Context: an optimization exercise on an open-source flow, tuned for small area and a short achievable clock period. The choices shown serve that exercise and are no tape-out recipe.
Only simulation tests tie the RTL to the original design; equivalence was not proved.

==> flow/design.v <==
`timescale 1ns / 1ps
module fa (input wire a, b, c, output wire s, co);
    assign s = a ^ b ^ c;
    assign co = (a & b) | (a & c) | (b & c);
endmodule
module ha (input wire a, b, output wire s, co);
    assign s = a ^ b;
    assign co = a & b;
endmodule
module mj (input wire a, b, c, output wire y);
    assign y = (a & b) | (a & c) | (b & c);
endmodule
module bsel (input wire one, two, neg, a, b, output wire y);
    assign y = ((one & a) | (two & b)) ^ neg;
endmodule
module c8net (
    input wire [7:0] g,
    input wire [7:0] p,
    output wire [7:0] c
);
    wire g_1 = g[1] | (p[1] & g[0]);
    wire p_1 = p[1] & p[0];
    wire g_2 = g[3] | (p[3] & g[2]);
    wire p_2 = p[3] & p[2];
    wire g_3 = g[5] | (p[5] & g[4]);
    wire p_3 = p[5] & p[4];
    wire g_4 = g[7] | (p[7] & g[6]);
    wire p_4 = p[7] & p[6];
    wire g_5 = g_2 | (p_2 & g_1);
    wire p_5 = p_2 & p_1;
    wire g_6 = g_4 | (p_4 & g_3);
    wire p_6 = p_4 & p_3;
    wire g_7 = g_6 | (p_6 & g_5);
    wire p_7 = p_6 & p_5;
    wire g_8 = g_3 | (p_3 & g_5);
    wire p_8 = p_3 & p_5;
    wire g_9 = g[2] | (p[2] & g_1);
    wire p_9 = p[2] & p_1;
    wire g_10 = g[4] | (p[4] & g_5);
    wire p_10 = p[4] & p_5;
    wire g_11 = g[6] | (p[6] & g_8);
    wire p_11 = p[6] & p_8;
    assign c = {g_7, g_11, g_8, g_10, g_5, g_9, g_1, g[0]};
endmodule
module add_s_c (
    input wire [15:0] g,
    input wire [15:0] p,
    output wire [15:0] c
);
    wire g_1 = g[1] | (p[1] & g[0]);
    wire p_1 = p[1] & p[0];
    wire g_2 = g[3] | (p[3] & g[2]);
    wire p_2 = p[3] & p[2];
    wire g_3 = g[5] | (p[5] & g[4]);
    wire p_3 = p[5] & p[4];
    wire g_4 = g[7] | (p[7] & g[6]);
    wire p_4 = p[7] & p[6];
    wire g_5 = g[9] | (p[9] & g[8]);
    wire p_5 = p[9] & p[8];
    wire g_6 = g[11] | (p[11] & g[10]);
    wire p_6 = p[11] & p[10];
    wire g_7 = g[13] | (p[13] & g[12]);
    wire p_7 = p[13] & p[12];
    wire g_8 = g[15] | (p[15] & g[14]);
    wire p_8 = p[15] & p[14];
    wire g_9 = g[2] | (p[2] & g_1);
    wire p_9 = p[2] & p_1;
    wire g_10 = g_2 | (p_2 & g_1);
    wire p_10 = p_2 & p_1;
    wire g_11 = g[6] | (p[6] & g_3);
    wire p_11 = p[6] & p_3;
    wire g_12 = g_4 | (p_4 & g_3);
    wire p_12 = p_4 & p_3;
    wire g_13 = g[10] | (p[10] & g_5);
    wire p_13 = p[10] & p_5;
    wire g_14 = g_6 | (p_6 & g_5);
    wire p_14 = p_6 & p_5;
    wire g_15 = g[14] | (p[14] & g_7);
    wire p_15 = p[14] & p_7;
    wire g_16 = g_8 | (p_8 & g_7);
    wire p_16 = p_8 & p_7;
    wire g_17 = g[4] | (p[4] & g_10);
    wire p_17 = p[4] & p_10;
    wire g_18 = g_3 | (p_3 & g_10);
    wire p_18 = p_3 & p_10;
    wire g_19 = g_11 | (p_11 & g_10);
    wire p_19 = p_11 & p_10;
    wire g_20 = g_12 | (p_12 & g_10);
    wire p_20 = p_12 & p_10;
    wire g_21 = g[12] | (p[12] & g_14);
    wire p_21 = p[12] & p_14;
    wire g_22 = g_7 | (p_7 & g_14);
    wire p_22 = p_7 & p_14;
    wire g_23 = g_15 | (p_15 & g_14);
    wire p_23 = p_15 & p_14;
    wire g_24 = g_16 | (p_16 & g_14);
    wire p_24 = p_16 & p_14;
    wire g_25 = g[8] | (p[8] & g_20);
    wire p_25 = p[8] & p_20;
    wire g_26 = g_5 | (p_5 & g_20);
    wire p_26 = p_5 & p_20;
    wire g_27 = g_13 | (p_13 & g_20);
    wire p_27 = p_13 & p_20;
    wire g_28 = g_14 | (p_14 & g_20);
    wire p_28 = p_14 & p_20;
    wire g_29 = g_21 | (p_21 & g_20);
    wire p_29 = p_21 & p_20;
    wire g_30 = g_22 | (p_22 & g_20);
    wire p_30 = p_22 & p_20;
    wire g_31 = g_23 | (p_23 & g_20);
    wire p_31 = p_23 & p_20;
    wire g_32 = g_24 | (p_24 & g_20);
    wire p_32 = p_24 & p_20;
    assign c = {g_32, g_31, g_30, g_29, g_28, g_27, g_26, g_25, g_20, g_19, g_18, g_17, g_10, g_9, g_1, g[0]};
endmodule
module add_s (
    input wire [15:0] a,
    input wire [15:0] b,
    output wire [15:0] s
);
    wire [15:0] p0 = a ^ b;
    wire [15:0] g0 = a & b;
    wire [15:0] cc;
    add_s_c cn (.g(g0), .p(p0), .c(cc));
    assign s = p0 ^ {cc[14:0], 1'b0};
endmodule
module add_p_c (
    input wire [7:0] g,
    input wire [7:0] p,
    input wire ci,
    output wire [7:0] c
);
    wire gc0 = g[0] | (p[0] & ci);
    wire g_1 = g[1] | (p[1] & gc0);
    wire p_1 = p[1] & p[0];
    wire g_2 = g[3] | (p[3] & g[2]);
    wire p_2 = p[3] & p[2];
    wire g_3 = g[5] | (p[5] & g[4]);
    wire p_3 = p[5] & p[4];
    wire g_4 = g[7] | (p[7] & g[6]);
    wire p_4 = p[7] & p[6];
    wire g_5 = g_2 | (p_2 & g_1);
    wire p_5 = p_2 & p_1;
    wire g_6 = g_4 | (p_4 & g_3);
    wire p_6 = p_4 & p_3;
    wire g_7 = g_6 | (p_6 & g_5);
    wire p_7 = p_6 & p_5;
    wire g_8 = g_3 | (p_3 & g_5);
    wire p_8 = p_3 & p_5;
    wire g_9 = g[2] | (p[2] & g_1);
    wire p_9 = p[2] & p_1;
    wire g_10 = g[4] | (p[4] & g_5);
    wire p_10 = p[4] & p_5;
    wire g_11 = g[6] | (p[6] & g_8);
    wire p_11 = p[6] & p_8;
    assign c = {g_7, g_11, g_8, g_10, g_5, g_9, g_1, gc0};
endmodule
module add_p (
    input wire [7:0] a,
    input wire [7:0] b,
    input wire ci,
    output wire [7:0] s
);
    wire [7:0] p0 = a ^ b;
    wire [7:0] g0 = a & b;
    wire [7:0] cc;
    add_p_c cn (.g(g0), .p(p0), .ci(ci), .c(cc));
    assign s = p0 ^ {cc[6:0], ci};
endmodule
module add_u_c (
    input wire [15:0] g,
    input wire [15:0] p,
    output wire [15:0] c
);
    wire g_1 = g[1] | (p[1] & g[0]);
    wire p_1 = p[1] & p[0];
    wire g_2 = g[3] | (p[3] & g[2]);
    wire p_2 = p[3] & p[2];
    wire g_3 = g[5] | (p[5] & g[4]);
    wire p_3 = p[5] & p[4];
    wire g_4 = g[7] | (p[7] & g[6]);
    wire p_4 = p[7] & p[6];
    wire g_5 = g[9] | (p[9] & g[8]);
    wire p_5 = p[9] & p[8];
    wire g_6 = g[11] | (p[11] & g[10]);
    wire p_6 = p[11] & p[10];
    wire g_7 = g[13] | (p[13] & g[12]);
    wire p_7 = p[13] & p[12];
    wire g_8 = g[15] | (p[15] & g[14]);
    wire p_8 = p[15] & p[14];
    wire g_9 = g_2 | (p_2 & g_1);
    wire p_9 = p_2 & p_1;
    wire g_10 = g_4 | (p_4 & g_3);
    wire p_10 = p_4 & p_3;
    wire g_11 = g_6 | (p_6 & g_5);
    wire p_11 = p_6 & p_5;
    wire g_12 = g_8 | (p_8 & g_7);
    wire p_12 = p_8 & p_7;
    wire g_13 = g_10 | (p_10 & g_9);
    wire p_13 = p_10 & p_9;
    wire g_14 = g_12 | (p_12 & g_11);
    wire p_14 = p_12 & p_11;
    wire g_15 = g_14 | (p_14 & g_13);
    wire p_15 = p_14 & p_13;
    wire g_16 = g_11 | (p_11 & g_13);
    wire p_16 = p_11 & p_13;
    wire g_17 = g_3 | (p_3 & g_9);
    wire p_17 = p_3 & p_9;
    wire g_18 = g_5 | (p_5 & g_13);
    wire p_18 = p_5 & p_13;
    wire g_19 = g_7 | (p_7 & g_16);
    wire p_19 = p_7 & p_16;
    wire g_20 = g[2] | (p[2] & g_1);
    wire p_20 = p[2] & p_1;
    wire g_21 = g[4] | (p[4] & g_9);
    wire p_21 = p[4] & p_9;
    wire g_22 = g[6] | (p[6] & g_17);
    wire p_22 = p[6] & p_17;
    wire g_23 = g[8] | (p[8] & g_13);
    wire p_23 = p[8] & p_13;
    wire g_24 = g[10] | (p[10] & g_18);
    wire p_24 = p[10] & p_18;
    wire g_25 = g[12] | (p[12] & g_16);
    wire p_25 = p[12] & p_16;
    wire g_26 = g[14] | (p[14] & g_19);
    wire p_26 = p[14] & p_19;
    assign c = {g_15, g_26, g_19, g_25, g_16, g_24, g_18, g_23, g_13, g_22, g_17, g_21, g_9, g_20, g_1, g[0]};
endmodule
module add_u (
    input wire [15:0] a,
    input wire [15:0] b,
    output wire [15:0] s
);
    wire [15:0] p0 = a ^ b;
    wire [15:0] g0 = a & b;
    wire [15:0] cc;
    add_u_c cn (.g(g0), .p(p0), .c(cc));
    assign s = p0 ^ {cc[14:0], 1'b0};
endmodule
`timescale 1ns / 1ps
module lt16 (input wire [15:0] a, input wire [15:0] b, output wire y);
    wire [15:0] ua = {~a[15], a[14:0]}, ub = {~b[15], b[14:0]};
    wire [15:0] l [0:4];
    wire [15:0] e [0:4];
    assign l[0] = ~ua & ub;
    assign e[0] = ~(ua ^ ub);
    genvar k, i;
    generate for (k = 0; k < 4; k = k + 1) begin : lv
        for (i = 0; i < 16; i = i + 1) begin : bt
            if (i >= (1 << k)) begin : m
                assign l[k+1][i] = l[k][i] | (e[k][i] & l[k][i-(1<<k)]);
                assign e[k+1][i] = e[k][i] & e[k][i-(1<<k)];
            end else begin : p
                assign l[k+1][i] = l[k][i];
                assign e[k+1][i] = e[k][i];
            end
        end
    end endgenerate
    assign y = l[4][15];
endmodule
module lif_neuron_q8_8 (
    input  wire [15:0] a, b, c,
    input  wire ca, cb, cc,
    output wire [15:0] m
);
    wire [15:0] ra = ca ? 16'h0000 : a;
    wire [15:0] rb = cb ? 16'h0000 : b;
    wire [15:0] rc = cc ? 16'h0000 : c;
    wire uab, ubc, uac;
    lt16 c0 (.a(a), .b(b), .y(uab));
    lt16 c1 (.a(b), .b(c), .y(ubc));
    lt16 c2 (.a(a), .b(c), .y(uac));
    wire pa = ~a[15] & (|a), pb = ~b[15] & (|b), pc = ~c[15] & (|c);
    wire ab = (ca & cb) ? 1'b0 : ca ? pb : cb ? a[15] : uab;
    wire bc = (cb & cc) ? 1'b0 : cb ? pc : cc ? b[15] : ubc;
    wire ac = (ca & cc) ? 1'b0 : ca ? pc : cc ? a[15] : uac;
    wire sa = ab ^ ac;
    wire sb = ~sa & ~(ab ^ bc);
    wire sc = ~sa & (ab ^ bc);
    assign m = ({16{sa}} & ra) | ({16{sb}} & rb) | ({16{sc}} & rc);
endmodule
`timescale 1ns / 1ps
module fixed_point_q8_8 (
    input wire [15:0] V_in,
    input wire [15:0] I_in,
    input wire [7:0] one,
    input wire [7:0] two,
    input wire [7:0] neg,
    output wire [7:0] X
);
    wire [15:0] s;
    add_s as (.a(I_in), .b(V_in), .s(s));
    wire pp1 = (one[0] & s[0]) ^ neg[0];
    wire pp2 = ((one[0] & s[1]) | (two[0] & s[0])) ^ neg[0];
    wire pp3 = ((one[0] & s[2]) | (two[0] & s[1])) ^ neg[0];
    wire pp4 = ((one[0] & s[3]) | (two[0] & s[2])) ^ neg[0];
    wire pp5 = ((one[0] & s[4]) | (two[0] & s[3])) ^ neg[0];
    wire pp6 = ((one[0] & s[5]) | (two[0] & s[4])) ^ neg[0];
    wire pp7 = ((one[0] & s[6]) | (two[0] & s[5])) ^ neg[0];
    wire pp8 = ((one[0] & s[7]) | (two[0] & s[6])) ^ neg[0];
    wire pp9 = ((one[0] & s[8]) | (two[0] & s[7])) ^ neg[0];
    wire pp10 = ((one[0] & s[9]) | (two[0] & s[8])) ^ neg[0];
    wire pp11 = ((one[0] & s[10]) | (two[0] & s[9])) ^ neg[0];
    wire pp12 = ((one[0] & s[11]) | (two[0] & s[10])) ^ neg[0];
    wire pp13 = ((one[0] & s[12]) | (two[0] & s[11])) ^ neg[0];
    wire pp14 = ((one[0] & s[13]) | (two[0] & s[12])) ^ neg[0];
    wire pp15 = ((one[0] & s[14]) | (two[0] & s[13])) ^ neg[0];
    wire pp16 = ((one[0] & s[15]) | (two[0] & s[14])) ^ neg[0];
    wire pp17 = (one[1] & s[0]) ^ neg[1];
    wire pp18 = ((one[1] & s[1]) | (two[1] & s[0])) ^ neg[1];
    wire pp19 = ((one[1] & s[2]) | (two[1] & s[1])) ^ neg[1];
    wire pp20 = ((one[1] & s[3]) | (two[1] & s[2])) ^ neg[1];
    wire pp21 = ((one[1] & s[4]) | (two[1] & s[3])) ^ neg[1];
    wire pp22 = ((one[1] & s[5]) | (two[1] & s[4])) ^ neg[1];
    wire pp23 = ((one[1] & s[6]) | (two[1] & s[5])) ^ neg[1];
    wire pp24 = ((one[1] & s[7]) | (two[1] & s[6])) ^ neg[1];
    wire pp25 = ((one[1] & s[8]) | (two[1] & s[7])) ^ neg[1];
    wire pp26 = ((one[1] & s[9]) | (two[1] & s[8])) ^ neg[1];
    wire pp27 = ((one[1] & s[10]) | (two[1] & s[9])) ^ neg[1];
    wire pp28 = ((one[1] & s[11]) | (two[1] & s[10])) ^ neg[1];
    wire pp29 = ((one[1] & s[12]) | (two[1] & s[11])) ^ neg[1];
    wire pp30 = ((one[1] & s[13]) | (two[1] & s[12])) ^ neg[1];
    wire pp31 = (one[2] & s[0]) ^ neg[2];
    wire pp32 = ((one[2] & s[1]) | (two[2] & s[0])) ^ neg[2];
    wire pp33 = ((one[2] & s[2]) | (two[2] & s[1])) ^ neg[2];
    wire pp34 = ((one[2] & s[3]) | (two[2] & s[2])) ^ neg[2];
    wire pp35 = ((one[2] & s[4]) | (two[2] & s[3])) ^ neg[2];
    wire pp36 = ((one[2] & s[5]) | (two[2] & s[4])) ^ neg[2];
    wire pp37 = ((one[2] & s[6]) | (two[2] & s[5])) ^ neg[2];
    wire pp38 = ((one[2] & s[7]) | (two[2] & s[6])) ^ neg[2];
    wire pp39 = ((one[2] & s[8]) | (two[2] & s[7])) ^ neg[2];
    wire pp40 = ((one[2] & s[9]) | (two[2] & s[8])) ^ neg[2];
    wire pp41 = ((one[2] & s[10]) | (two[2] & s[9])) ^ neg[2];
    wire pp42 = ((one[2] & s[11]) | (two[2] & s[10])) ^ neg[2];
    wire pp43 = (one[3] & s[0]) ^ neg[3];
    wire pp44 = ((one[3] & s[1]) | (two[3] & s[0])) ^ neg[3];
    wire pp45 = ((one[3] & s[2]) | (two[3] & s[1])) ^ neg[3];
    wire pp46 = ((one[3] & s[3]) | (two[3] & s[2])) ^ neg[3];
    wire pp47 = ((one[3] & s[4]) | (two[3] & s[3])) ^ neg[3];
    wire pp48 = ((one[3] & s[5]) | (two[3] & s[4])) ^ neg[3];
    wire pp49 = ((one[3] & s[6]) | (two[3] & s[5])) ^ neg[3];
    wire pp50 = ((one[3] & s[7]) | (two[3] & s[6])) ^ neg[3];
    wire pp51 = ((one[3] & s[8]) | (two[3] & s[7])) ^ neg[3];
    wire pp52 = ((one[3] & s[9]) | (two[3] & s[8])) ^ neg[3];
    wire pp53 = (one[4] & s[0]) ^ neg[4];
    wire pp54 = ((one[4] & s[1]) | (two[4] & s[0])) ^ neg[4];
    wire pp55 = ((one[4] & s[2]) | (two[4] & s[1])) ^ neg[4];
    wire pp56 = ((one[4] & s[3]) | (two[4] & s[2])) ^ neg[4];
    wire pp57 = ((one[4] & s[4]) | (two[4] & s[3])) ^ neg[4];
    wire pp58 = ((one[4] & s[5]) | (two[4] & s[4])) ^ neg[4];
    wire pp59 = ((one[4] & s[6]) | (two[4] & s[5])) ^ neg[4];
    wire pp60 = ((one[4] & s[7]) | (two[4] & s[6])) ^ neg[4];
    wire pp61 = (one[5] & s[0]) ^ neg[5];
    wire pp62 = ((one[5] & s[1]) | (two[5] & s[0])) ^ neg[5];
    wire pp63 = ((one[5] & s[2]) | (two[5] & s[1])) ^ neg[5];
    wire pp64 = ((one[5] & s[3]) | (two[5] & s[2])) ^ neg[5];
    wire pp65 = ((one[5] & s[4]) | (two[5] & s[3])) ^ neg[5];
    wire pp66 = ((one[5] & s[5]) | (two[5] & s[4])) ^ neg[5];
    wire pp67 = (one[6] & s[0]) ^ neg[6];
    wire pp68 = ((one[6] & s[1]) | (two[6] & s[0])) ^ neg[6];
    wire pp69 = ((one[6] & s[2]) | (two[6] & s[1])) ^ neg[6];
    wire pp70 = ((one[6] & s[3]) | (two[6] & s[2])) ^ neg[6];
    wire pp71 = (one[7] & s[0]) ^ neg[7];
    wire pp72 = ((one[7] & s[1]) | (two[7] & s[0])) ^ neg[7];
    wire [7:0] la = {fc166, fc164, fc162, hc160, hc158, pp3, pp2, neg[0]};
    wire [7:0] lb = {fs167, fs165, fs163, fs161, hs159, hs157, 1'b0, pp1};
    wire [7:0] lc;
    wire c8 = lc[7];
    c8net cn8 (.g(la & lb), .p(la ^ lb), .c(lc));
    wire hs73, hc74;
    ha uhs73 (.a(neg[5]), .b(pp11), .s(hs73), .co(hc74));
    wire hs75, hc76;
    ha uhs75 (.a(pp12), .b(pp26), .s(hs75), .co(hc76));
    wire fs77, fc78;
    fa ufs77 (.a(neg[6]), .b(pp13), .c(pp27), .s(fs77), .co(fc78));
    wire hs79, hc80;
    ha uhs79 (.a(pp39), .b(pp49), .s(hs79), .co(hc80));
    wire fs81, fc82;
    fa ufs81 (.a(pp14), .b(pp28), .c(pp40), .s(fs81), .co(fc82));
    wire hs83, hc84;
    ha uhs83 (.a(pp50), .b(pp58), .s(hs83), .co(hc84));
    wire fs85, fc86;
    fa ufs85 (.a(neg[7]), .b(pp15), .c(pp29), .s(fs85), .co(fc86));
    wire fs87, fc88;
    fa ufs87 (.a(pp41), .b(pp51), .c(pp59), .s(fs87), .co(fc88));
    wire hs89, hc90;
    ha uhs89 (.a(pp65), .b(pp69), .s(hs89), .co(hc90));
    wire fs91;
    fa ufs91 (.a(pp16), .b(pp30), .c(pp42), .s(fs91), .co());
    wire fs93;
    fa ufs93 (.a(pp52), .b(pp60), .c(pp66), .s(fs93), .co());
    wire hs95 = pp70 ^ pp72;
    wire hs97, hc98;
    ha uhs97 (.a(neg[3]), .b(pp21), .s(hs97), .co(hc98));
    wire hs99, hc100;
    ha uhs99 (.a(pp22), .b(pp34), .s(hs99), .co(hc100));
    wire fs101, fc102;
    fa ufs101 (.a(neg[4]), .b(pp23), .c(pp35), .s(fs101), .co(fc102));
    wire hs103, hc104;
    ha uhs103 (.a(pp45), .b(pp53), .s(hs103), .co(hc104));
    wire fs105, fc106;
    fa ufs105 (.a(pp10), .b(pp24), .c(pp36), .s(fs105), .co(fc106));
    wire hs107, hc108;
    ha uhs107 (.a(pp46), .b(pp54), .s(hs107), .co(hc108));
    wire fs109, fc110;
    fa ufs109 (.a(pp25), .b(pp37), .c(pp47), .s(fs109), .co(fc110));
    wire fs111, fc112;
    fa ufs111 (.a(pp55), .b(pp61), .c(hs73), .s(fs111), .co(fc112));
    wire fs113, fc114;
    fa ufs113 (.a(pp38), .b(pp48), .c(pp56), .s(fs113), .co(fc114));
    wire fs115, fc116;
    fa ufs115 (.a(pp62), .b(hc74), .c(hs75), .s(fs115), .co(fc116));
    wire fs117, fc118;
    fa ufs117 (.a(pp57), .b(pp63), .c(pp67), .s(fs117), .co(fc118));
    wire fs119, fc120;
    fa ufs119 (.a(hc76), .b(hs79), .c(fs77), .s(fs119), .co(fc120));
    wire fs121, fc122;
    fa ufs121 (.a(pp64), .b(pp68), .c(hc80), .s(fs121), .co(fc122));
    wire fs123, fc124;
    fa ufs123 (.a(hs83), .b(fc78), .c(fs81), .s(fs123), .co(fc124));
    wire fs125, fc126;
    fa ufs125 (.a(pp71), .b(hc84), .c(hs89), .s(fs125), .co(fc126));
    wire fs127, fc128;
    fa ufs127 (.a(fc82), .b(fs85), .c(fs87), .s(fs127), .co(fc128));
    wire fs129;
    fa ufs129 (.a(hc90), .b(hs95), .c(fc86), .s(fs129), .co());
    wire fs131;
    fa ufs131 (.a(fc88), .b(fs91), .c(fs93), .s(fs131), .co());
    wire hs133, hc134;
    ha uhs133 (.a(neg[2]), .b(pp19), .s(hs133), .co(hc134));
    wire hs135, hc136;
    ha uhs135 (.a(pp20), .b(pp32), .s(hs135), .co(hc136));
    wire fs137, fc138;
    fa ufs137 (.a(pp33), .b(pp43), .c(pp7), .s(fs137), .co(fc138));
    wire fs139, fc140;
    fa ufs139 (.a(pp44), .b(pp8), .c(hc98), .s(fs139), .co(fc140));
    wire fs141, fc142;
    fa ufs141 (.a(pp9), .b(hc100), .c(hs103), .s(fs141), .co(fc142));
    wire fs143, fc144;
    fa ufs143 (.a(hc104), .b(hs107), .c(fc102), .s(fs143), .co(fc144));
    wire fs145, fc146;
    fa ufs145 (.a(hc108), .b(fc106), .c(fs109), .s(fs145), .co(fc146));
    wire fs147, fc148;
    fa ufs147 (.a(fc110), .b(fs113), .c(fc112), .s(fs147), .co(fc148));
    wire fs149, fc150;
    fa ufs149 (.a(fc114), .b(fs117), .c(fc116), .s(fs149), .co(fc150));
    wire fs151, fc152;
    fa ufs151 (.a(fc118), .b(fs121), .c(fc120), .s(fs151), .co(fc152));
    wire fs153, fc154;
    fa ufs153 (.a(fc122), .b(fs125), .c(fc124), .s(fs153), .co(fc154));
    wire fs155;
    fa ufs155 (.a(fc126), .b(fc128), .c(fs129), .s(fs155), .co());
    wire hs157, hc158;
    ha uhs157 (.a(neg[1]), .b(pp17), .s(hs157), .co(hc158));
    wire hs159, hc160;
    ha uhs159 (.a(pp18), .b(pp4), .s(hs159), .co(hc160));
    wire fs161, fc162;
    fa ufs161 (.a(pp31), .b(pp5), .c(hs133), .s(fs161), .co(fc162));
    wire fs163, fc164;
    fa ufs163 (.a(pp6), .b(hc134), .c(hs135), .s(fs163), .co(fc164));
    wire fs165, fc166;
    fa ufs165 (.a(hc136), .b(hs97), .c(fs137), .s(fs165), .co(fc166));
    wire fs167, fc168;
    fa ufs167 (.a(hs99), .b(fc138), .c(fs139), .s(fs167), .co(fc168));
    wire fs169, fc170;
    fa ufs169 (.a(fs101), .b(fc140), .c(fs141), .s(fs169), .co(fc170));
    wire fs171, fc172;
    fa ufs171 (.a(fs105), .b(fc142), .c(fs143), .s(fs171), .co(fc172));
    wire fs173, fc174;
    fa ufs173 (.a(fs111), .b(fc144), .c(fs145), .s(fs173), .co(fc174));
    wire fs175, fc176;
    fa ufs175 (.a(fs115), .b(fc146), .c(fs147), .s(fs175), .co(fc176));
    wire fs177, fc178;
    fa ufs177 (.a(fs119), .b(fc148), .c(fs149), .s(fs177), .co(fc178));
    wire fs179, fc180;
    fa ufs179 (.a(fs123), .b(fc150), .c(fs151), .s(fs179), .co(fc180));
    wire fs181, fc182;
    fa ufs181 (.a(fs127), .b(fc152), .c(fs153), .s(fs181), .co(fc182));
    wire fs183;
    fa ufs183 (.a(fs131), .b(fc154), .c(fs155), .s(fs183), .co());
    wire [7:0] ra = {fc182, fc180, fc178, fc176, fc174, fc172, fc170, fc168};
    wire [7:0] rb = {fs183, fs181, fs179, fs177, fs175, fs173, fs171, fs169};
    wire [7:0] x;
    add_p ap (.a(ra), .b(rb), .ci(c8), .s(x));
    assign X = x;
endmodule
module tmr_lif_neuron (
    input signed [15:0] V_in1, V_in2, V_in3,
    input signed [15:0] I_in1, I_in2, I_in3,
    input signed [15:0] dt_tau,
    input wire clk, rst,
    output wire signed [15:0] V_out,
    output wire spike
);
    wire [16:0] dx = {dt_tau, 1'b0};
    wire [7:0] one, two, neg;
    genvar g;
    generate for (g = 0; g < 8; g = g + 1) begin : enc
        assign one[g] = dx[2*g+1] ^ dx[2*g];
        assign two[g] = (dx[2*g+2] & ~dx[2*g+1] & ~dx[2*g]) | (~dx[2*g+2] & dx[2*g+1] & dx[2*g]);
        assign neg[g] = dx[2*g+2];
    end endgenerate
    reg [2:0] c;
    reg [7:0] x1;
    wire [7:0] x1_d;
    reg [15:0] v1;
    fixed_point_q8_8 l1 (.V_in(V_in1), .I_in(I_in1), .one(one), .two(two), .neg(neg), .X(x1_d));
    wire [15:0] u1;
    add_u au1 (.a(v1), .b({{8{x1[7]}}, x1}), .s(u1));
    wire signed [15:0] r1 = c[0] ? 16'h0000 : u1;
    reg [7:0] x2;
    wire [7:0] x2_d;
    reg [15:0] v2;
    fixed_point_q8_8 l2 (.V_in(V_in2), .I_in(I_in2), .one(one), .two(two), .neg(neg), .X(x2_d));
    wire [15:0] u2;
    add_u au2 (.a(v2), .b({{8{x2[7]}}, x2}), .s(u2));
    wire signed [15:0] r2 = c[1] ? 16'h0000 : u2;
    reg [7:0] x3;
    wire [7:0] x3_d;
    reg [15:0] v3;
    fixed_point_q8_8 l3 (.V_in(V_in3), .I_in(I_in3), .one(one), .two(two), .neg(neg), .X(x3_d));
    wire [15:0] u3;
    add_u au3 (.a(v3), .b({{8{x3[7]}}, x3}), .s(u3));
    wire signed [15:0] r3 = c[2] ? 16'h0000 : u3;
    lif_neuron_q8_8 vote (.a(u1), .b(u2), .c(u3), .ca(c[0]), .cb(c[1]), .cc(c[2]), .m(V_out));
    reg rs;
    assign spike = ~rs & ((c[0] & c[1]) | (c[1] & c[2]) | (c[0] & c[2]));
    always @(posedge clk or posedge rst) begin
        if (rst) begin
            c <= 3'b111;
            rs <= 1'b1;
        end else begin
            c <= {r3 >= 16'sh3200, r2 >= 16'sh3200, r1 >= 16'sh3200};
            rs <= 1'b0;
        end
    end
    always @(posedge clk) begin
        x1 <= x1_d;
        v1 <= V_in1;
        x2 <= x2_d;
        v2 <= V_in2;
        x3 <= x3_d;
        v3 <= V_in3;
    end
endmodule
==> flow/flow/run.sh <==
#!/bin/bash
set -euo pipefail
bash standard.sh "BUFFER_PORTS_ARGS=-buffer_cell sky130_fd_sc_hd__buf_1" finish > make_finish.log 2>&1
==> flow/standard.sh <==
#!/bin/bash
# synth_recipe.tcl (not shown) runs the flow's synth.tcl, then flattens the netlist and writes it again
# the make line also repeats each setting of config.mk as NAME=value (left out here)
make -C /OpenROAD-flow-scripts/flow DESIGN_CONFIG=/design/flow/config.mk WORK_HOME=/design/flow/orfs CLKGATE_MAP_FILE= SYNTH_SCRIPT=/design/flow/synth_recipe.tcl "${@:-finish}"
==> flow/config.mk <==
export PLATFORM = sky130hd
export DESIGN_NAME = tmr_lif_neuron
export DESIGN_NICKNAME = tmr_lif_neuron
export VERILOG_FILES = /design/flow/design.v
export SDC_FILE = /design/flow/constraint.sdc
export NUM_CORES = 4
export LEC_CHECK = 0
export ABC_AREA = 0
export CAP_MARGIN = 20
export CORE_MARGIN = 2
export CORE_UTILIZATION = 40
export PLACE_DENSITY = 0.8
export SETUP_SLACK_MARGIN = 5.0
export SLEW_MARGIN = 20
export SYNTH_HIERARCHICAL = 1
==> flow/constraint.sdc <==
create_clock -name core_clock -period 13.0 [get_ports {clk}]
set_input_delay 2.6000 -clock core_clock [delete_from_list [all_inputs] [get_ports {clk}]]
set_output_delay 2.6000 -clock core_clock [all_outputs]
set_load 0.01 [all_outputs]
==> results of run 1 <==
==> worst paths after layout <==
path	from	end	slack, ns	depth (start not counted)
setup / recovery	V_in1[3]	x1[7]	5.16	19
hold reg to reg	c[0]	c[0]	0.72	1
min in group asynchronous	rst	c[1]	2.29	2
hold / removal	c[0]	c[0]	0.72	1
setup reg to reg	v3[3]	c[2]	10.11	9
max in group asynchronous	rst	c[0]	10.68	2
==> layout make-up <==
type	count	share of cell area
clock inverter	6	0.00422
inverter	66	0.0149
clock buffer	10	0.0144
multi-input combinational	1337	0.785
sequential	76	0.0932
timing repair buffer	164	0.0485
tap	525	0.0396
==> layout by cell type, fill, tap and decap left out, types with 19 or more instances in the layout <==
cell type	count
a21oi_1	39
nor2_1	30
and2_1	19
xor2_1	103
o21ai_0	29
xnor2_1	210
fa_1	126
inv_1	63
a22oi_1	187
buf_4	30
dfxtp_1	72
ha_1	225
buf_1	123
nand2_1	58
a21o_1	69
==> metrics by stage <==
step | worst slack [ns] | utilization | instances
CTS | 5.05 | 0.414 | 2180
finish | 5.16 | 0.417 | 2184
global placement | 5.01 | 0.404 | 2163
detailed placement | 4.91 | 0.405 | 2163
floorplan | 5.47 | - | 1692
global route | 4.98 | 0.417 | 2184
==> state kept, by name (all words and copies together) (netlist names) <==
signal and count:
x1 8, rs 1, v1 16, v3 16, x2 8, v2 16
x3 8, c 3
==> timing repair <==
action                     4_1_cts  5_1_grt
buffers inserted                 1        2
pin swaps                        1        2
gates resized for setup          9        5
setup endpoints to repair       16       16
==> per-layer routing <==
layer,part of all wire,vias up
met1,0.38,6281
met3,0.080,166
met4,0.050,0
li1,-,5791
met5,0,-
met2,0.49,603
==> summary.md, run 1 <==
| Metric | Value |
|---|---|
| Worst Setup Path Type | `input pin to register` |
| Syn Nets | `2,157` |
| Share of cells above drive strength 1 | `0.0850` |
| CTS tree | `yes` |
| Antenna viol nets, final | `0` |
| Run status | `complete, no violations` |
| GRT met3 Usage | `0.0390` |
| Final Critical Period | `7.84 ns` |
| Final Cycle Share | `0.603` |
| Grt met2 use | `0.374` |
| Gate Count Post-Synth | `1,692` |
| Crit Path Max Fanout | `9` |
| Row count | `73` |
| Final hold vios | `0` |
| Max clock buf depth | `2` |
| RD Place Congestion | `0.922` |
| # Max-Cap Violations | `0` |
| Number of setup violations in the final report | `0` |
| Via-to-Cell Ratio | `5.88` |
| Clock transition at path regs | `0.06 ns` |
| DR iter-0 viols | `1,345` |
| CP delay by family, top | `adder cells` |
| Max-slew violations | `0` |
| DIE HEIGHT | `205 um` |
| Tot GR Track Use | `0.215` |
| Final instance area | `16,600 sq um` |
| Die area | `41,900 sq um` |
| Setup Skew | `0.0162 ns` |
| Skew-Pair Late Insertion Delay | `0.37 ns` |
| RSZ-0062 raised after global routing | `yes` |
| Synth Area per Inst | `9.52 sq um` |
| First-pass GRT wire length | `70,900 um` |
| Buf+Inv Stages, Crit Path | `1` |
| Worst setup EP type | `register` |
| YS warnings | `8` |
| Cts bufs inserted | `9` |
| Placeable Area | `39,700 sq um` |
| Nets@finish | `2,119` |
| Rel. slew slack | `0.162` |
| Wire per inst | `20.5 um` |
| Htree depth | `3` |
| Die width | `205 um` |
| P&R area growth vs syn | `2.99%` |
| Fmax | `0.128 GHz` |
| Total gr overflow | `0` |
| Startpoint Class | `input pin` |
| DR vias | `12,800` |
| Clk sinks | `76` |
| Setup TNS after final layout | `0 ns` |
| Port-buffer cells | `130` |
| Footprint of the multi-input gates | `13,000 sq um` |
| Initial core utilization | `0.405` |
| Worst path cell trace | `buf_1, ha_1, and3_1, a22o_1, or2_1, a21o_1, a21o_1, xor2_1, a22oi_1, xnor2_1, fa_1, fa_1, fa_1, ha_1, a21oi_1, o31ai_2, a31o_1, a21o_2, xor2_1` |
| Slowest CP cell | `xor2_1` |
| Routed wire length | `44,700 um` |
| WP data required | `13.24 ns` |
| Register area | `1550 sq um` |
| CP most frequent cell | `fa_1` |
| Pin count of the biggest net entering global routing | `50` |
| Pre-Repair DR Iteration Count | `6` |
| Vias in the first global route | `13,500` |
| Dpl cell area | `16,100 sq um` |
| Synth Cell Area | `16,100 sq um` |
| Post-route DRC | `0` |
| Worst-Margin Slew | `1.25 ns` |
| Initial antenna violation count | `1` |
| Ports | `131` |
| Gr busiest metal | `met2` |
| Hold bufs inserted after CTS | `0` |
| Fillers | `3,747` |
| Met1 global-route usage | `0.250` |
| Antenna diodes | `0` |
| Crit path DAT | `8.08 ns` |
| Worst hold path class | `register to register` |
| CTS root buf | `clkbuf_16` |
| Slowest stage delay, CP | `0.70 ns` |
| Post-DP HPWL | `34,300 um` |
| Worst hold slack | `0.724 ns` |
==> run 2, diff against run 1 <==
--- a/flow/config.mk
+++ b/flow/config.mk
@@ -9,6 +9,8 @@
 export CAP_MARGIN = 20
 export CORE_MARGIN = 2
 export CORE_UTILIZATION = 40
+export CTS_BUF_LIST = sky130_fd_sc_hd__clkbuf_8
+export CTS_CLUSTER_SIZE = 40
 export PLACE_DENSITY = 0.8
 export SETUP_SLACK_MARGIN = 5.0
 export SLEW_MARGIN = 20
==> summary.md, run 2 <==
| Metric | Value |
|---|---|
| Run status | `complete, no violations` |
| Skew-Pair Late Insertion Delay | `0.40 ns` |
| Tot GR Track Use | `0.216` |
| Number of setup violations in the final report | `0` |
| Vias in the first global route | `13,600` |
| Rel. slew slack | `0.197` |
| Final hold vios | `0` |
| Slowest stage delay, CP | `0.66 ns` |
| Die area | `41,900 sq um` |
| DIE HEIGHT | `205 um` |
| Post-DP HPWL | `34,300 um` |
| Fmax | `0.129 GHz` |
| Setup Skew | `0.0206 ns` |
| Total gr overflow | `0` |
| Cts bufs inserted | `9` |
| Leading cell type in the layout, fill and taps excluded | `ha_1` |
| P&R area growth vs syn | `2.75%` |
| Largest regs | `v1 x16, v2 x16, v3 x16` |
| Final Critical Period | `7.77 ns` |
| Setup crit start | `V_in1[3]` |
| Die width | `205 um` |
| Post-route DRC | `0` |
| WP data required | `13.27 ns` |
| FF-to-FF End | `c[2]` |
| Synth Area per Inst | `9.52 sq um` |
| Ports | `131` |
| Initial antenna violation count | `1` |
| Antenna viol nets, final | `0` |
| Antenna diodes | `0` |
| Gate Count Post-Synth | `1,692` |
| CTS root buf | `clkbuf_8` |
| Non-filler cells, final | `2,186` |
| Share of cells above drive strength 1 | `0.0873` |
| R2R setup slack | `10.12 ns` |
| Crit path DAT | `8.04 ns` |
| Synth Cell Area | `16,100 sq um` |
| DR iter-0 viols | `1,268` |
| Nets@finish | `2,121` |
| DR vias | `12,800` |
| Max clock buf depth | `2` |
| CTS tree | `yes` |
| Most frequent cells in the layout | `225 x ha_1, 210 x xnor2_1, 187 x a22oi_1, 126 x fa_1, 123 x buf_1` |
| Setup TNS after final layout | `0 ns` |
| Pre-Repair DR Iteration Count | `7` |
| CP most frequent cell | `fa_1` |
| Worst setup EP type | `register` |
| Worst R2R Path Depth | `9` |
| Worst R2R Start | `v3[3]` |
| Worst hold endpoint | `c[0]` |
| Slowest CP cell | `xor2_1` |
| Final instance area | `16,500 sq um` |
| Row count | `73` |
| Worst Setup Path Type | `input pin to register` |
| Max-slew violations | `0` |
| Clock transition at path regs | `0.09 ns` |
| Via-to-Cell Ratio | `5.87` |
| Worst-Margin Slew | `1.20 ns` |
| Clk sinks | `76` |
| Dpl cell area | `16,100 sq um` |
| Worst hold path class | `register to register` |
| RD Place Congestion | `0.922` |
| Startpoint Class | `input pin` |
| Syn Nets | `2,157` |
| YS warnings | `8` |
| Crit Path Max Fanout | `9` |
| Htree depth | `3` |
| Port-buffer cells | `130` |
| Inst Count DP | `2,163` |
| Wire per inst | `20.5 um` |
| Pin count of the biggest net entering global routing | `50` |
| Hold bufs inserted after CTS | `0` |
| Initial core utilization | `0.405` |
| Worst hold start | `c[0]` |
| Placeable Area | `39,700 sq um` |
| Worst path cell trace | `buf_1, ha_1, and3_1, a22o_1, or2_1, a21o_1, a21o_1, xor2_1, a22oi_1, xnor2_1, fa_1, fa_1, fa_1, ha_1, a21oi_1, o31ai_2, a31o_1, a21o_2, xor2_1` |
| # Max-Cap Violations | `0` |
| RSZ-0062 raised after global routing | `no` |
| First-pass GRT wire length | `71,200 um` |
| WHS Path Cells | `1` |
| Routed wire length | `44,800 um` |
| Final Cycle Share | `0.597` |
[run 2: through the flow]
stage                util  hold WS, ns  setup slack, ns
finish              0.417        0.739             5.23
global route        0.417        0.762             4.99
CTS                 0.412        0.725             5.01
detailed placement  0.405        0.712             4.91
global placement    0.404        0.697             5.01
floorplan               -        0.566             5.47
[run 2: worst max-delay path, delay by kind of cell]
family          cells  cell delay [ns]
simple gates        2             0.44
fa+ha+maj           5             2.19
buf+inv             1             0.12
compound gates      8             1.67
xor+xnor            3             1.00
[run 2: cell type report]
type	instances	area, sq um
fill	3754	23200
clock inverter	6	70.1
inverter	66	248
timing repair buffer	166	820
tap	525	657
sequential	76	1550
multi-input combinational	1337	13100
clock buffer	10	138
[run 2: worst max-delay path by stage]
stage	endpoint	depth (start not counted)
after floorplan	x1[7]	20
after global placement	x3[7]	19
after detailed placement	x1[7]	19
after CTS	V_out[7]	19
after global routing	V_out[6]	21
final	x1[7]	19
[run 2: metal layers]
layer / global-route usage / routed length, um / vias up / share of wire
met3: 0.0388 / 3740 / 172 / 0.084
met4: 0.124 / 2420 / 0 / 0.054
met2: 0.374 / 22000 / 596 / 0.49
met1: 0.249 / 16700 / 6279 / 0.37
met5: 0 / 0 / - / 0
li1: - / - / 5791 / -
[run 2: timing repair]
| action | in CTS | in global routing |
|---|---|---|
| setup buffers | 1 | 4 |
| setup endpoints to repair | 16 | 16 |
| pin swaps | 1 | 4 |
| resized for setup | 9 | 10 |
| cloned | 0 | 0 |
==> run 3, diff against run 2 <==
--- a/flow/config.mk
+++ b/flow/config.mk
@@ -8,9 +8,8 @@
 export ABC_AREA = 0
 export CAP_MARGIN = 20
 export CORE_MARGIN = 2
-export CORE_UTILIZATION = 40
+export CORE_UTILIZATION = 50
 export CTS_BUF_LIST = sky130_fd_sc_hd__clkbuf_8
-export CTS_CLUSTER_SIZE = 40
 export PLACE_DENSITY = 0.8
 export SETUP_SLACK_MARGIN = 5.0
 export SLEW_MARGIN = 20
==> summary.md, run 3 <==
| Metric | Value |
|---|---|
| Run status | `complete, no violations` |
| Crit Path Max Fanout | `16` |
| Slowest stage delay, CP | `0.41 ns` |
| WP data required | `10.40 ns` |
| Share of cells above drive strength 1 | `0.0974` |
| Antenna diodes | `0` |
| Initial core utilization | `0.509` |
| Initial antenna violation count | `0` |
| YS warnings | `8` |
| Number of setup violations in the final report | `0` |
| Antenna viol nets, final | `0` |
| Leading cell type in the layout, fill and taps excluded | `ha_1` |
| DR vias | `12,800` |
| # Max-Cap Violations | `0` |
| Hold bufs inserted after CTS | `0` |
| Max-slew violations | `0` |
| Largest regs | `v1 x16, v2 x16, v3 x16` |
| Register area | `1550 sq um` |
| Final hold vios | `0` |
| Worst hold path class | `register to register` |
| Tot GR Track Use | `0.256` |
| Vias in the first global route | `13,200` |
| Die area | `33,700 sq um` |
| Rel. slew slack | `0.250` |
| Worst path cell trace | `ha_1, a21o_1, a22o_1, a41o_1, a21o_1, a221o_1, xor2_2, ha_1, nand4_1, nor4_2, a31oi_1, o211ai_1, mux2i_1, nor2_1, a31oi_1, or3_4, a21oi_4, buf_12, a221o_2, clkbuf_2` |
| Worst-Margin Slew | `1.12 ns` |
| Final Cycle Share | `0.603` |
| Setup Skew | `0.0179 ns` |
| Setup TNS after final layout | `0 ns` |
| CTS tree | `yes` |
| Pre-CTS setup slack | `4.87 ns` |
| Die width | `183 um` |
| DIE HEIGHT | `183 um` |
| Final Critical Period | `7.84 ns` |
| Fillers | `2,770` |
| DR iter-0 viols | `1,145` |
| Htree depth | `3` |
| RSZ-0062 raised after global routing | `no` |
| Pre-Repair DR Iteration Count | `6` |
| Pin count of the biggest net entering global routing | `51` |
| Post-DP HPWL | `32,400 um` |
| Fmax | `0.128 GHz` |
| Synth Area per Inst | `9.52 sq um` |
| Max clock buf depth | `2` |
| RD Place Congestion | `0.950` |
| CTS root buf | `clkbuf_8` |
| Clk sinks | `76` |
| Slowest CP cell | `a221o_2` |
| CP delay by family, top | `compound AO/OA/AOI/OAI gates` |
| Routed wire length | `43,100 um` |
| P&R area growth vs syn | `2.15%` |
| Total gr overflow | `0` |
| Startpoint Class | `register` |
| Worst setup EP type | `output port` |
| Skew-Pair Late Insertion Delay | `0.39 ns` |
| Wire per inst | `20.9 um` |
| Gate Count Post-Synth | `1,692` |
| Ports | `131` |
| Via-to-Cell Ratio | `6.21` |
| Footprint of the multi-input gates | `13,100 sq um` |
| Port-buffer cells | `130` |
| Row count | `65` |
| Final setup margin | `5.16 ns` |
| Nets@finish | `2,123` |
| Clock transition at path regs | `0.09 ns` |
| Cts bufs inserted | `9` |
| Post-route DRC | `0` |
| Synth Cell Area | `16,100 sq um` |
| First-pass GRT wire length | `68,500 um` |
| Most frequent cells in the layout | `223 x ha_1, 210 x xnor2_1, 187 x a22oi_1, 126 x fa_1, 117 x buf_1` |
| Buf+Inv Stages, Crit Path | `2` |
| Crit path DAT | `5.24 ns` |
| Syn Nets | `2,157` |
| Placeable Area | `31,600 sq um` |
| Worst Setup Path Type | `register to output port` |
run 3: final cells by class:
type | count | share of cell area
Inverter | 66 | 0.0151
Tap cell | 402 | 0.0306
Sequential cell | 76 | 0.0940
Clock inverter | 6 | 0.00570
Timing Repair Buffer | 168 | 0.0495
Clock buffer | 10 | 0.00837
Multi-Input combinational cell | 1337 | 0.797
run 3: worst paths after layout:
check,startpoint,endpoint,slack (ns),depth (start not counted)
worst max register to register,v2[1],c[1],10.16,9
min in group asynchronous,rst,c[1],2.27,2
worst min-delay path,c[0],c[0],0.76,1
max in group asynchronous,rst,c[0],10.71,2
worst max-delay path,v2[1],V_out[2],5.16,20
worst min register to register,c[0],c[0],0.76,1
run 3: metal layers:
metal | wire length, um | share of wire | GRT usage
met3 | 3670 | 0.085 | 0.0390
met2 | 21000 | 0.49 | 0.445
met1 | 16600 | 0.38 | 0.311
met4 | 1830 | 0.042 | 0.122
met5 | 0 | 0 | 0
run 3: through the flow:
step,hold WS [ns],cell area [sq um],cells,utilization
after floorplan,0.566,16100,1692,-
after global placement,0.710,15900,2040,0.503
after detailed placement,0.708,15900,2040,0.503
after CTS,0.722,16200,2057,0.512
after global routing,0.778,16500,2065,0.520
final,0.757,16500,2065,0.520
run 3: what timing repair did:
action,CTS,global route
endpoints found under the hold margin,0,0
cloned,0,1
buffers inserted,1,7
pin swaps,1,9
gates resized for setup,4,28
setup endpoints to repair,16,17
==> run 4, diff against run 3 <==
--- a/flow/config.mk
+++ b/flow/config.mk
@@ -8,9 +8,10 @@
 export ABC_AREA = 0
 export CAP_MARGIN = 20
 export CORE_MARGIN = 2
-export CORE_UTILIZATION = 50
+export CORE_UTILIZATION = 40
 export CTS_BUF_LIST = sky130_fd_sc_hd__clkbuf_8
 export PLACE_DENSITY = 0.8
 export SETUP_SLACK_MARGIN = 5.0
 export SLEW_MARGIN = 20
 export SYNTH_HIERARCHICAL = 1
+export TNS_END_PERCENT = 20
==> summary.md, run 4 <==
| Metric | Value |
|---|---|
| Synth Area per Inst | `9.52 sq um` |
| YS warnings | `8` |
| Final hold vios | `0` |
| Met1 wire length | `16,700 um` |
| Syn Nets | `2,157` |
| Largest regs | `v1 x16, v2 x16, v3 x16` |
| Final Cycle Share | `0.597` |
| Row count | `73` |
| Antenna diodes | `0` |
| Total gr overflow | `0` |
| First-pass GRT wire length | `71,200 um` |
| Clock transition at path regs | `0.09 ns` |
| Max clock buf depth | `2` |
| RD Place Congestion | `0.922` |
| DR iter-0 viols | `1,268` |
| CTS root buf | `clkbuf_8` |
| Pin count of the biggest net entering global routing | `50` |
| Startpoint Class | `input pin` |
| FF-to-FF End | `c[2]` |
| Initial antenna violation count | `1` |
| Post-DP HPWL | `34,300 um` |
| Final Critical Period | `7.77 ns` |
| Setup Skew | `0.0206 ns` |
| Crit path DAT | `8.04 ns` |
| RSZ-0062 raised after global routing | `no` |
| Worst-Margin Slew | `1.20 ns` |
| Gate Count Post-Synth | `1,692` |
| Run status | `complete, no violations` |
| Die width | `205 um` |
| Worst hold path class | `register to register` |
| Share of cells above drive strength 1 | `0.0873` |
| Most frequent cells in the layout | `225 x ha_1, 210 x xnor2_1, 187 x a22oi_1, 126 x fa_1, 123 x buf_1` |
| DR top layer | `met4` |
| Htree depth | `3` |
| Worst R2R Path Depth | `9` |
| Placeable Area | `39,700 sq um` |
| # Max-Cap Violations | `0` |
| Synth Cell Area | `16,100 sq um` |
| Initial core utilization | `0.405` |
| Pre-Repair DR Iteration Count | `7` |
| Port-buffer cells | `130` |
| Clk sinks | `76` |
| Crit Path Max Fanout | `9` |
| Number of setup violations in the final report | `0` |
| Nets@finish | `2,121` |
| Leading cell type in the layout, fill and taps excluded | `ha_1` |
| Skew-Pair Late Insertion Delay | `0.40 ns` |
| Worst setup EP type | `register` |
| Die area | `41,900 sq um` |
| Footprint of the multi-input gates | `13,100 sq um` |
| R2R setup slack | `10.12 ns` |
| Vias in the first global route | `13,600` |
| Via-to-Cell Ratio | `5.87` |
| Final setup margin | `5.23 ns` |
| Fillers | `3,754` |
| Register area | `1550 sq um` |
| Wire per inst | `20.5 um` |
| Tot GR Track Use | `0.216` |
| Antenna viol nets, final | `0` |
| Post-route DRC | `0` |
| Worst hold start | `c[0]` |
| Routed wl met2 | `22,000 um` |
| Worst R2R Start | `v3[3]` |
| Worst Setup Path Type | `input pin to register` |
| WL met3 | `3740 um` |
| Max-slew violations | `0` |
| CTS tree | `yes` |
| Routed wire length | `44,800 um` |
| Fmax | `0.129 GHz` |
| DR vias | `12,800` |
| Pre-CTS setup slack | `4.91 ns` |
| Setup TNS after final layout | `0 ns` |
| Rel. slew slack | `0.197` |
| Cts bufs inserted | `9` |
| P&R area growth vs syn | `2.75%` |
| WHS Path Cells | `1` |
| Ports | `131` |
| WP data required | `13.27 ns` |
| DIE HEIGHT | `205 um` |
| Worst hold endpoint | `c[0]` |
==> run 4: cell count changes in the layout (fill, tap and decap cells not counted), sizes merged <==
cell      change
buf           +5
bufinv        -1
clkinv        -1
clkinvlp      +2
clkbuf        -7
==> run 4: worst max-delay path: stages <==
cell and delay (ns):
buf_1 0.12, ha_1 0.36, and3_1 0.19, a22o_1 0.25
or2_1 0.25, a21o_1 0.21, a21o_1 0.19, xor2_1 0.66
a22oi_1 0.23, xnor2_1 0.21, fa_1 0.54, fa_1 0.54
fa_1 0.42, ha_1 0.33, a21oi_1 0.20, o31ai_2 0.12
a31o_1 0.25, a21o_2 0.22, xor2_1 0.13
==> run 4: final cells by class <==
| type | instances | share of cell area |
|---|---|---|
| Multi-Input combinational cell | 1337 | 0.790 |
| Sequential cell | 76 | 0.0935 |
| Timing Repair Buffer | 166 | 0.0495 |
| Tap cell | 525 | 0.0397 |
| Inverter | 66 | 0.0150 |
| Clock buffer | 10 | 0.00832 |
| Clock inverter | 6 | 0.00423 |
==> run 4: metal layers <==
layer  global-route usage  up-vias
met2                0.374      596
met4                0.124        0
li1                     -     5791
met3               0.0388      172
met1                0.249     6279
met5                    0        -
==> run 4: what timing repair did <==
action,CTS,global route
setup buffers,1,4
gates resized for setup,9,10
hold buffers,0,0
endpoints found under the setup margin,16,16
pin swaps,1,4
==> run 4: how the worst max path moves through the flow <==
stage | startpoint | end | slack [ns] | depth (start not counted)
4_1_cts | v2[3] | V_out[7] | 5.01 | 19
3_3_place_gp | V_in3[1] | x3[7] | 5.01 | 19
3_5_place_dp | V_in1[3] | x1[7] | 4.91 | 19
6_report | V_in1[3] | x1[7] | 5.23 | 19
5_1_grt | v1[1] | V_out[6] | 4.99 | 21
2_1_floorplan | I_in1[3] | x1[7] | 5.47 | 20
==> run 4: through the flow <==
step,hold WS (ns),std cells,instance area [sq um],util
2_1_floorplan,0.566,1692,16100,-
6_report,0.739,2186,16500,0.417
4_1_cts,0.725,2180,16400,0.412
3_3_place_gp,0.697,2163,16100,0.404
5_1_grt,0.762,2186,16500,0.417
3_5_place_dp,0.712,2163,16100,0.405
==> run 5, diff against run 4 <==
--- a/flow/config.mk
+++ b/flow/config.mk
@@ -14,4 +14,3 @@
 export SETUP_SLACK_MARGIN = 5.0
 export SLEW_MARGIN = 20
 export SYNTH_HIERARCHICAL = 1
-export TNS_END_PERCENT = 20
==> summary.md, run 5 <==
| Metric | Value |
|---|---|
| Run status | `complete, no violations` |
| Inst Count DP | `2,163` |
| DR vias | `12,800` |
| Row count | `73` |
| Port-buffer cells | `130` |
| Max-slew violations | `0` |
| WP data required | `13.27 ns` |
| First-pass GRT wire length | `71,200 um` |
| Max clock buf depth | `2` |
| DIE HEIGHT | `205 um` |
| Worst-Margin Slew | `1.20 ns` |
| Clock transition at path regs | `0.09 ns` |
| Worst hold path class | `register to register` |
| Ports | `131` |
| Skew-Pair Late Insertion Delay | `0.40 ns` |
| Post-DP HPWL | `34,300 um` |
| Synth Cell Area | `16,100 sq um` |
| Most frequent cells in the layout | `225 x ha_1, 210 x xnor2_1, 187 x a22oi_1, 126 x fa_1, 123 x buf_1` |
| Post-route DRC | `0` |
| GRT met3 Usage | `0.0388` |
| Routed wire length | `44,800 um` |
| RSZ-0062 raised after global routing | `no` |
| Number of setup violations in the final report | `0` |
| Gr busiest metal | `met2` |
| Dpl cell area | `16,100 sq um` |
| Rel. slew slack | `0.197` |
| Nets@finish | `2,121` |
| Vias in the first global route | `13,600` |
| Cts bufs inserted | `9` |
| Synth Area per Inst | `9.52 sq um` |
| CTS tree | `yes` |
| Wire per inst | `20.5 um` |
| Startpoint Class | `input pin` |
| DR iter-0 viols | `1,268` |
| Met1 global-route usage | `0.249` |
| Die area | `41,900 sq um` |
| Final Cycle Share | `0.597` |
| Setup Skew | `0.0206 ns` |
| Fmax | `0.129 GHz` |
| Clk sinks | `76` |
| Pin count of the biggest net entering global routing | `50` |
| Die width | `205 um` |
| Final Critical Period | `7.77 ns` |
| Leading cell type in the layout, fill and taps excluded | `ha_1` |
| Setup crit start | `V_in1[3]` |
| Crit Path Max Fanout | `9` |
| P&R area growth vs syn | `2.75%` |
| Gate Count Post-Synth | `1,692` |
| YS warnings | `8` |
| Via-to-Cell Ratio | `5.87` |
| Antenna diodes | `0` |
| Syn Nets | `2,157` |
| # Max-Cap Violations | `0` |
| CTS root buf | `clkbuf_8` |
| Setup TNS after final layout | `0 ns` |
| Worst Setup Path Type | `input pin to register` |
| Antenna viol nets, final | `0` |
| Htree depth | `3` |
| Pre-Repair DR Iteration Count | `7` |
| Share of cells above drive strength 1 | `0.0873` |
| Placeable Area | `39,700 sq um` |
| Initial core utilization | `0.405` |
| Final hold vios | `0` |
| Worst setup EP type | `register` |
| Non-filler cells, final | `2,186` |
| Total gr overflow | `0` |
| Worst R2R Start | `v3[3]` |
| Worst hold start | `c[0]` |
| Grt met2 use | `0.374` |
| Hold bufs inserted after CTS | `0` |
| Final instance area | `16,500 sq um` |
| Largest regs | `v1 x16, v2 x16, v3 x16` |
| Tot GR Track Use | `0.216` |
| Initial antenna violation count | `1` |
| RD Place Congestion | `0.922` |
| Crit path DAT | `8.04 ns` |
run 5: layer usage:
metal | wire [um] | part of all wire
met3 | 3740 | 0.084
met2 | 22000 | 0.49
met1 | 16700 | 0.37
met5 | 0 | 0
met4 | 2420 | 0.054
run 5: worst max-delay path, cell delays in order:
cell,delay (ns)
buf_1,0.12
ha_1,0.36
and3_1,0.19
a22o_1,0.25
or2_1,0.25
a21o_1,0.21
a21o_1,0.19
xor2_1,0.66
a22oi_1,0.23
xnor2_1,0.21
fa_1,0.54
fa_1,0.54
fa_1,0.42
ha_1,0.33
a21oi_1,0.20
o31ai_2,0.12
a31o_1,0.25
a21o_2,0.22
xor2_1,0.13
run 5: worst paths after layout:
path | to | slack (ns) | depth (start not counted)
setup / recovery | x1[7] | 5.23 | 19
hold / removal | c[0] | 0.74 | 1
setup reg to reg | c[2] | 10.12 | 9
hold reg to reg | c[0] | 0.74 | 1
max in group asynchronous | c[0] | 10.72 | 2
min in group asynchronous | c[1] | 2.26 | 2
run 5: area by class of cell:
cell class	instances	area (sq um)
fill	3754	23200
multi-input combinational	1337	13100
sequential	76	1550
timing repair buffer	166	820
tap	525	657
inverter	66	248
clock buffer	10	138
clock inverter	6	70.1
run 5: metrics by stage:
| step | hold slack, ns | utilization | setup slack [ns] |
|---|---|---|---|
| 3_5_place_dp | 0.712 | 0.405 | 4.91 |
| 3_3_place_gp | 0.697 | 0.404 | 5.01 |
| 4_1_cts | 0.725 | 0.412 | 5.01 |
| 2_1_floorplan | 0.566 | - | 5.47 |
| 6_report | 0.739 | 0.417 | 5.23 |
| 5_1_grt | 0.762 | 0.417 | 4.99 |
run 5: repair_timing:
action,4_1_cts,5_1_grt
setup buffers,1,4
pin swaps,1,4
endpoints found under the hold margin,0,0
gates resized for setup,9,10
endpoints found under the setup margin,16,16
==> run 6, diff against run 5 <==
--- a/flow/config.mk
+++ b/flow/config.mk
@@ -5,7 +5,7 @@
 export SDC_FILE = /design/flow/constraint.sdc
 export NUM_CORES = 4
 export LEC_CHECK = 0
-export ABC_AREA = 0
+export ABC_AREA = 1
 export CAP_MARGIN = 20
 export CORE_MARGIN = 2
 export CORE_UTILIZATION = 40
@@ -13,4 +13,4 @@
 export PLACE_DENSITY = 0.8
 export SETUP_SLACK_MARGIN = 5.0
 export SLEW_MARGIN = 20
-export SYNTH_HIERARCHICAL = 1
+export SYNTH_HIERARCHICAL = 0
==> summary.md, run 6 <==
| Metric | Value |
|---|---|
| Run status | `complete, no violations` |
| Tot GR Track Use | `0.252` |
| Die area | `41,500 sq um` |
| Antenna viol nets, final | `0` |
| CTS root buf | `clkbuf_8` |
| Htree depth | `3` |
| Share of cells above drive strength 1 | `0.0892` |
| Most common cell in the netlist | `inv_1` |
| Most frequent cells in the layout | `362 x inv_1, 356 x nand2_1, 200 x xor2_1, 187 x ha_1, 162 x nand3_1` |
| Rel. slew slack | `0.512` |
| Synth cell count leaders | `373 x inv_1, 360 x nand2_1, 204 x xor2_1` |
| Vias in the first global route | `15,700` |
| Synth cell types | `47` |
| Yosys top cell by area | `fa_1` |
| Pin count of the biggest net entering global routing | `38` |
| Final Critical Period | `8.70 ns` |
| Crit Path Max Fanout | `3` |
| # Max-Cap Violations | `0` |
| RSZ-0062 raised after global routing | `yes` |
| DR vias | `15,600` |
| Max clock buf depth | `2` |
| Clock transition at path regs | `0.09 ns` |
| Setup Skew | `0.00987 ns` |
| Synth Area per Inst | `7.45 sq um` |
| Largest regs | `v1 x16, v2 x16, v3 x16` |
| Placeable Area | `39,500 sq um` |
| Worst-Margin Slew | `0.732 ns` |
| Clk sinks | `76` |
| Ports | `131` |
| Max-slew violations | `0` |
| DR iter-0 viols | `1,537` |
| Fmax | `0.115 GHz` |
| CTS tree | `yes` |
| Gate Count Post-Synth | `2,143` |
| Startpoint Class | `input pin` |
| Sequential area share after synthesis | `0.0968` |
| DIE HEIGHT | `204 um` |
| Wire per inst | `18.9 um` |
| Register area | `1550 sq um` |
| Nets@finish | `2,728` |
| Pre-Repair DR Iteration Count | `7` |
| Worst hold path class | `register to register` |
| RD Place Congestion | `0.925` |
| First-pass GRT wire length | `82,200 um` |
| P&R area growth vs syn | `12.8%` |
| Post-DP HPWL | `41,100 um` |
| Initial core utilization | `0.404` |
| Post-synth ARST share | `0.0526` |
| Cts bufs inserted | `9` |
| Slowest stage delay, CP | `0.54 ns` |
| Setup TNS after final layout | `0 ns` |
| YS warnings | `2` |
| Final hold vios | `0` |
| Row count | `73` |
| Number of setup violations in the final report | `0` |
| CP most frequent cell | `nand2_1` |
| Total gr overflow | `0` |
| Syn Nets | `2,611` |
| Die width | `204 um` |
| Top-area cell type share of the netlist area | `0.199` |
| WP data required | `13.32 ns` |
| Post-synth EDFFs | `0` |
| FF+latch count, synth | `76` |
| Final Cycle Share | `0.669` |
| Leading cell type in the layout, fill and taps excluded | `inv_1` |
| Post-route DRC | `0` |
| Footprint of the multi-input gates | `13,200 sq um` |
| Most used DFF post-synth | `dfxtp_1` |
| Via-to-Cell Ratio | `5.60` |
| Port-buffer cells | `130` |
| Routed wire length | `52,700 um` |
| Worst Setup Path Type | `input pin to register` |
| Initial antenna violation count | `5` |
| Synth Cell Area | `16,000 sq um` |
| Top post-synthesis cells by area | `fa_1 20%, ha_1 15%, xor2_1 11%` |
| Hold bufs inserted after CTS | `0` |
| Worst setup EP type | `register` |
| Fillers | `3,730` |
| Crit path DAT | `9.02 ns` |
| Slowest CP cell | `fa_1` |
| Skew-Pair Late Insertion Delay | `0.42 ns` |
## run 6: cell count changes in the layout (fill, tap and decap cells not counted), moves of 18 or more
cell     before  now
xnor2_1     210   26
o22ai_1       0  156
a21o_1       69   14
and2_1       19    0
buf_4        32   53
nor2_1       30  102
nand2_1      58  356
a22oi_1     187    1
ha_1        225  187
inv_1        63  362
fa_2          0   18
nand3_1      13  162
xor2_1      102  200
## run 6: critical path: cells and delay by family
kind	cells	cell delay (ns)
simple gates	20	1.47
fa+ha+maj	10	3.48
xor+xnor	1	0.17
buf+inv	10	0.51
compound gates	5	0.80
## run 6: final cells by class
cell class | count | share of cell area
multi-input combinational | 1600 | 0.730
sequential | 76 | 0.0859
inverter | 388 | 0.0821
timing repair buffer | 185 | 0.0517
tap | 525 | 0.0365
clock buffer | 9 | 0.00688
clock inverter | 6 | 0.00632
antenna | 2 | 0.000278
## run 6: logic make-up (layout without fill, tap and decap cells)
family / after synthesis / after routing / share of synthesized area
AOI/OAI and AO/OA: 314 / 314 / 0.121
xor gates and xnor gates: 238 / 238 / 0.131
adders and majority gates: 354 / 354 / 0.352
buffers and inverters: 470 / 588 / 0.114
DFF: 76 / 76 / 0.0968
other: 1 / 3 / 0.000235
and+or+nand+nor: 690 / 693 / 0.185
## run 6: layer usage
layer	vias to the layer above	wire, um	GRT usage
li1	7191	-	-
met1	7290	20000	0.305
met2	917	24100	0.413
met3	222	5110	0.0454
met4	4	3530	0.165
met5	-	26	0
## run 6: per-stage QoR
step,utilization,worst slack (ns),area (sq um),std cells,hold WS (ns)
3_5_place_dp,0.430,3.46,17000,2740,0.717
3_3_place_gp,0.430,3.61,17000,2740,0.696
4_1_cts,0.446,4.35,17600,2776,0.729
5_1_grt,0.455,3.88,18000,2789,0.806
2_1_floorplan,-,4.41,16100,2143,0.609
6_report,0.455,4.30,18000,2791,0.724
## run 6: path summary, 6_finish.rpt
| kind | slack (ns) | to | startpoint | depth (start not counted) |
|---|---|---|---|---|
| worst max register to register | 9.71 | c[2] | v3[0] | 13 |
| max in group asynchronous | 10.70 | c[2] | rst | 2 |
| min in group asynchronous | 2.26 | c[0] | rst | 2 |
| worst max-delay path | 4.30 | x2[7] | I_in2[0] | 46 |
| worst min-delay path | 0.72 | c[2] | v3[14] | 3 |
| worst min register to register | 0.72 | c[2] | v3[14] | 3 |
## run 6: what timing repair did
action / CTS / global route
setup buffers: 21 / 10
hold endpoints to repair: 0 / 0
cloned: 0 / 3
gates resized for setup: 54 / 60
endpoints found under the setup margin: 22 / 20
pin swaps: 20 / 39

what the ideal ports hide:
No port has a modelled driver above. Below, the same layouts with a new extraction and two added sets of constraints. Step 1 sets driving cells, clkbuf_16 on the clock port and buf_2 on the other inputs (assumed; they add their load-dependent delay and slew). Step 2 moves the port delays by t, midway between the first and last clock arrival at a register: inputs arrive t later, outputs are due t later. That takes back most of the time a late clock gives input paths. a / b / c = ideal / step 1 / step 2; a / b = the first two.
run | t (ns) | slack for setup (ns) | worst register clock-pin slew, ns
run 1 | 0.409 | 5.163 / 5.137 / 4.787 | 0.08 / 0.08
run 2 | 0.428 | 5.233 / 5.190 / 4.830 | 0.11 / 0.11
run 3 | 0.413 | 5.159 / 5.121 / 4.851 | 0.10 / 0.10
run 4 | 0.428 | 5.233 / 5.190 / 4.830 | 0.11 / 0.11
run 5 | 0.428 | 5.233 / 5.190 / 4.830 | 0.11 / 0.11
run 6 | 0.451 | 4.301 / 4.303 / 3.853 | 0.10 / 0.10
After both steps every run listed still meets setup and hold. The setup slack of run 6, which loses most, moves by +0.002 ns with the drivers and by -0.448 ns with both steps.
